What follows belongs to an exercise in optimizing a design on an open flow for small area and a short achievable clock period; a production flow would make more cautious choices. At most, simulation tests tie the RTL to the original design; equivalence was not proved. Power is estimated from default activity; no workload was simulated.

==> job 633 <==
Design risc6_core, start of the top module:
module risc6_core (
    input clk,
    input rst,
    input [31:0] instr,
    output reg [31:0] pc,
    output reg [31:0] R0, R1, R2, R3,
    output [31:0] R4, R5, R6, R7,
    output reg halt
);
clock: 6.0 ns
lec_check: 0
abc_area: 0
cap_margin: 20
core_margin: 2
core_utilization: 65
place_density: 0.72
setup_slack_margin: 3.2
slew_margin: 20
synth_hierarchical: 1
standard.sh (not shown) runs the stock make flow with config.mk's settings and CLKGATE_MAP_FILE= SYNTH_SCRIPT=/design/flow/synth_recipe.tcl, a recipe that flattens the netlist after the stock synthesis.
==> flow/flow/run.sh <==
#!/bin/bash
# Standard layout, with plain buffers (not delay cells) on the ports, and
# a clock tree with larger sink clusters and no dummy loads.
set -e
export BUFFER_PORTS_ARGS="-buffer_cell sky130_fd_sc_hd__buf_1"
export CTS_ARGS="-sink_clustering_enable -repair_clock_nets -dont_use_dummy_load -sink_clustering_size 30 -sink_clustering_max_diameter 120"
bash standard.sh > standard.log 2>&1
==> inputs of job 9169, as changes to job 633 <==
CORE_UTILIZATION = 55   (was 65)
PLACE_DENSITY = unset   (was 0.72)
==> run notes <==
item                                                                            job 633        job 9169
Status                                                                   finished clean  finished clean
Post-CTS sizing                                                                      40              24
Nets                                                                               1784            1776
Die Y                                                                            143 um          155 um
Post-layout power                                                               5.89 mW         5.77 mW
Worst ir drop on vdd                                                             257 uV          214 uV
Die area                                                                    20400 sq um     24000 sq um
Die width                                                                        143 um          155 um
Clk network pwr share                                                             0.160           0.165
Vias in the first global route                                                    11120           11162
Sum of met2 wire segment lengths after detailed routing                        19700 um        19100 um
Total global-route track usage                                                    0.369           0.313
Arrival time of data at the critical path endpoint                              3070 ps         2950 ps
Number of placement rows                                                             50              55
Internal power summed over all cells                                            3.17 mW         3.15 mW
Avg Vias per Cell                                                                  6.18            5.78
Detailed placer's ending HPWL                                                  25500 um        25900 um
Total cell area at the placement stage                                      13200 sq um     13200 sq um
R2R setup slack                                                                 3200 ps         3320 ps
Buffers and inverters on the worst path                                               3               1
Non-clk bufs                                                                        242             234
Clock slew at the register clock pins of the worst setup and hold paths           70 ps           80 ps
Static leakage                                                                  5.95 nW         5.87 nW
Combinational cell power                                                        2.69 mW         2.58 mW
Share of total power in sequential cells                                          0.382           0.388
Period Utilization, post-route                                                    0.466           0.447
Maximum cell stage delay along the critical path                                 420 ps          660 ps


==> run a: inputs <==
risc6_core, a different RTL version from the one above (not shown whole).
==> module risc6_core, before the edit <==
module risc6_core (
    input clk,
    input rst,
    input [31:0] instr,
    output reg [31:0] pc,
    output reg [31:0] R0, R1, R2, R3,
    output [31:0] R4, R5, R6, R7,
    output reg halt
);
    assign R4 = 32'd0;
    assign R5 = 32'd0;
    assign R6 = 32'd0;
    assign R7 = 32'd0;
    wire [5:0] op = instr[31:26];
    reg        ir_we;
    reg [2:0]  ir_op;
    reg [1:0]  ir_rd;
    reg [23:0] ir_imm;
    always @(posedge clk or posedge rst) begin
        if (rst)
            ir_we <= 1'b0;
        else
            ir_we <= (op[5:3] == 3'd0) && (op[2:1] != 2'b11);
    end
    always @(posedge clk) begin
        ir_op  <= op[2:0];
        ir_rd  <= instr[25:24];
        ir_imm <= instr[23:0];
    end
    always @(posedge clk or posedge rst) begin
        if (rst) begin
            pc   <= 32'd0;
            halt <= 1'b0;
        end else begin
            pc   <= (op == 6'd6) ? {8'd0, instr[23:0]} : pc + 32'd1;
            halt <= halt | (op[5:3] != 3'd0);
        end
    end
    wire [1:0] ra = ir_imm[23:22];
    wire [1:0] rb = ir_imm[21:20];
    reg [31:0] a, b;
    always @(*) begin
        case (ra)
            2'd0: a = R0;
            2'd1: a = R1;
            2'd2: a = R2;
            default: a = R3;
        endcase
        case (rb)
            2'd0: b = R0;
            2'd1: b = R1;
            2'd2: b = R2;
            default: b = R3;
        endcase
    end
    reg [31:0] res;
    always @(*) begin
        case (ir_op)
            3'd0: res = {8'd0, ir_imm};
            3'd1: res = a + b;
            3'd2: res = a - b;
            3'd3: res = a & b;
            3'd4: res = a | b;
            default: res = a ^ b;
        endcase
    end
    always @(posedge clk or posedge rst) begin
        if (rst) begin
            R0 <= 32'd0; R1 <= 32'd0; R2 <= 32'd0; R3 <= 32'd0;
        end else if (ir_we) begin
            case (ir_rd)
                2'd0: R0 <= res;
                2'd1: R1 <= res;
                2'd2: R2 <= res;
                default: R3 <= res;
            endcase
        end
    end
endmodule
clock: 6.0 ns
lec_check: 0
abc_area: 1
cap_margin: 20
core_margin: 2
core_utilization: 40
slew_margin: 20
run.sh (not shown) runs the stock make flow with config.mk's settings and CLKGATE_MAP_FILE= SYNTH_SCRIPT=/design/flow/synth_recipe.tcl, a recipe that flattens the netlist after the stock synthesis.
Stock flow here: none of the scripts above is used.
==> run b: changes against run a <==
==> flow/design.v (replaced) <==
module risc6_core (
    input clk,
    input rst,
    input [31:0] instr,
    output reg [31:0] pc,
    output reg [31:0] R0, R1, R2, R3,
    output [31:0] R4, R5, R6, R7,
    output reg halt
);
    assign R4 = 32'd0;
    assign R5 = 32'd0;
    assign R6 = 32'd0;
    assign R7 = 32'd0;
    wire [5:0] op = instr[31:26];
    wire       lo = (op[5:3] == 3'd0);
    reg        ir_we;       
    reg [1:0]  ir_rd;
    reg        ir_ldi;
    reg        ir_and;
    reg        ir_or;
    reg        ir_arith;    
    reg        ir_sub;
    reg [3:0]  ir_sa;       
    reg [3:0]  ir_sb;       
    reg [19:0] ir_imm;      
    always @(posedge clk or posedge rst) begin
        if (rst)
            ir_we <= 1'b0;
        else
            ir_we <= lo && (op[2:1] != 2'b11);
    end
    always @(posedge clk) begin
        ir_rd    <= instr[25:24];
        ir_ldi   <= (op[2:0] == 3'd0);
        ir_and   <= (op[2:0] == 3'd3);
        ir_or    <= (op[2:0] == 3'd4);
        ir_arith <= (op[2:1] == 2'b00) && op[0] || (op[2:0] == 3'd2);
        ir_sub   <= (op[2:0] == 3'd2);
        ir_sa    <= 4'b0001 << instr[23:22];
        ir_sb    <= 4'b0001 << instr[21:20];
        ir_imm   <= instr[19:0];
    end
    always @(posedge clk or posedge rst) begin
        if (rst) begin
            pc   <= 32'd0;
            halt <= 1'b0;
        end else begin
            pc   <= (op == 6'd6) ? {8'd0, instr[23:0]} : pc + 32'd1;
            halt <= halt | ~lo;
        end
    end
    wire [31:0] a = ({32{ir_sa[0]}} & R0) | ({32{ir_sa[1]}} & R1) |
                    ({32{ir_sa[2]}} & R2) | ({32{ir_sa[3]}} & R3);
    wire [31:0] b = ({32{ir_sb[0]}} & R0) | ({32{ir_sb[1]}} & R1) |
                    ({32{ir_sb[2]}} & R2) | ({32{ir_sb[3]}} & R3);
    wire [31:0] bx = b ^ {32{ir_sub}};
    wire [31:0] g  = a & (bx & {32{ir_arith}});
    wire [31:0] p  = a ^ bx;
    reg [31:0] G, P;
    reg [31:0] c;
    integer l, i, j;
    always @(*) begin
        G = g;
        P = p;
        G[0] = g[0] | (p[0] & ir_sub);
        for (l = 0; l < 5; l = l + 1) begin
            for (i = 31; i >= 0; i = i - 1) begin
                if (i[l]) begin
                    j = ((i >> l) << l) - 1;
                    G[i] = G[i] | (P[i] & G[j]);
                    P[i] = P[i] & P[j];
                end
            end
        end
        c = {G[30:0], ir_sub};
    end
    wire [23:0] imm = {ir_sa[3] | ir_sa[2], ir_sa[3] | ir_sa[1],
                       ir_sb[3] | ir_sb[2], ir_sb[3] | ir_sb[1], ir_imm};
    reg [31:0] res;
    always @(*) begin
        if (ir_ldi)
            res = {8'd0, imm};
        else if (ir_and)
            res = a & b;
        else if (ir_or)
            res = a | b;
        else
            res = p ^ c;
    end
    always @(posedge clk or posedge rst) begin
        if (rst) begin
            R0 <= 32'd0; R1 <= 32'd0; R2 <= 32'd0; R3 <= 32'd0;
        end else if (ir_we) begin
            case (ir_rd)
                2'd0: R0 <= res;
                2'd1: R1 <= res;
                2'd2: R2 <= res;
                default: R3 <= res;
            endcase
        end
    end
endmodule
Settings changed: ABC_AREA 1 to 0, SETUP_SLACK_MARGIN from default to 3.
==> run c: changes against run a <==
Settings changed: SETUP_SLACK_MARGIN from default to 3.
==> comparison table <==
Maximum operating frequency: run a 0.185 GHz; run c 0.241 GHz; run b 0.263 GHz
Core Util, Final: run a 47.3%; run c 57.5%; run b 52.5%
Endpoint arrival time on the critical path: run a 5.75 ns; run c 4.50 ns; run b 4.20 ns
Global-route track usage on met3: run a 6.23%; run c 5.84%; run b 6.80%
Met3 routed WL: run a 5.49 mm; run c 5.67 mm; run b 3.93 mm
Taps Inserted: run a 468; run c 468; run b 448
Proportion of synthesized chip area in sequential cells: run a 31.5%; run c 31.5%; run b 34.9%
Fraction of met2 tracks used by global routing: run a 42.9%; run c 46.9%; run b 40.4%
Global-route met1 utilization: run a 41.6%; run c 42.4%; run b 33.3%
Start of the worst register-to-register path: run a ir_imm[20]; run c ir_imm[20]; run b ir_sb[1]
Number of multi-input logic gates: run a 1642; run c 1642; run b 1322
Worst-path clk slew: run a 0.07 ns; run c 0.08 ns; run b 0.08 ns
Run status: run a complete, no violations; run c complete, no violations; run b complete, no violations
Worst reg2reg setup slack: run a 0.60 ns; run c 1.85 ns; run b 2.20 ns
Final Skew: run a 0.0121 ns; run c 0.0116 ns; run b 0.0213 ns
Share of synthesized cell area in and, or, nand and nor gates: run a 31.2%; run c 31.2%; run b 16.5%
No functional check of the RTL was part of run b.

-- port drivers added, routing unchanged --
The results above use ideal ports. As a check the final layouts listed here were re-extracted and re-timed, cells and wires unchanged.
Step 1, drivers: a clkbuf_16 drives clk and a buf_2 each remaining input, both assumed.
Step 2, shift: input delay + t, output delay - t, t = (earliest + latest rising clock arrival at the registers) / 2. This alone moves slack from input paths to output paths.
a / b / c = ideal / step 1 / step 2; a / b = the first two.
run | shift t [ns] | setup WS [ns] | clock arrival spread, ns
job 633 | 0.480 | 3.203 / 3.203 / 3.197 | 0.031 / 0.032
job 9169 | 0.475 | 3.319 / 3.319 / 3.230 | 0.029 / 0.029
run a | 0.511 | 0.600 / 0.600 / 0.600 | 0.012 / 0.012
run b | 0.517 | 2.201 / 2.201 / 2.201 | 0.023 / 0.022
run c | 0.511 | 1.853 / 1.853 / 1.853 | 0.012 / 0.012
After both steps every run listed still meets setup and hold. For job 9169, which loses most, drivers alone change the setup slack by 0.000 ns; drivers and shift together by -0.089 ns.
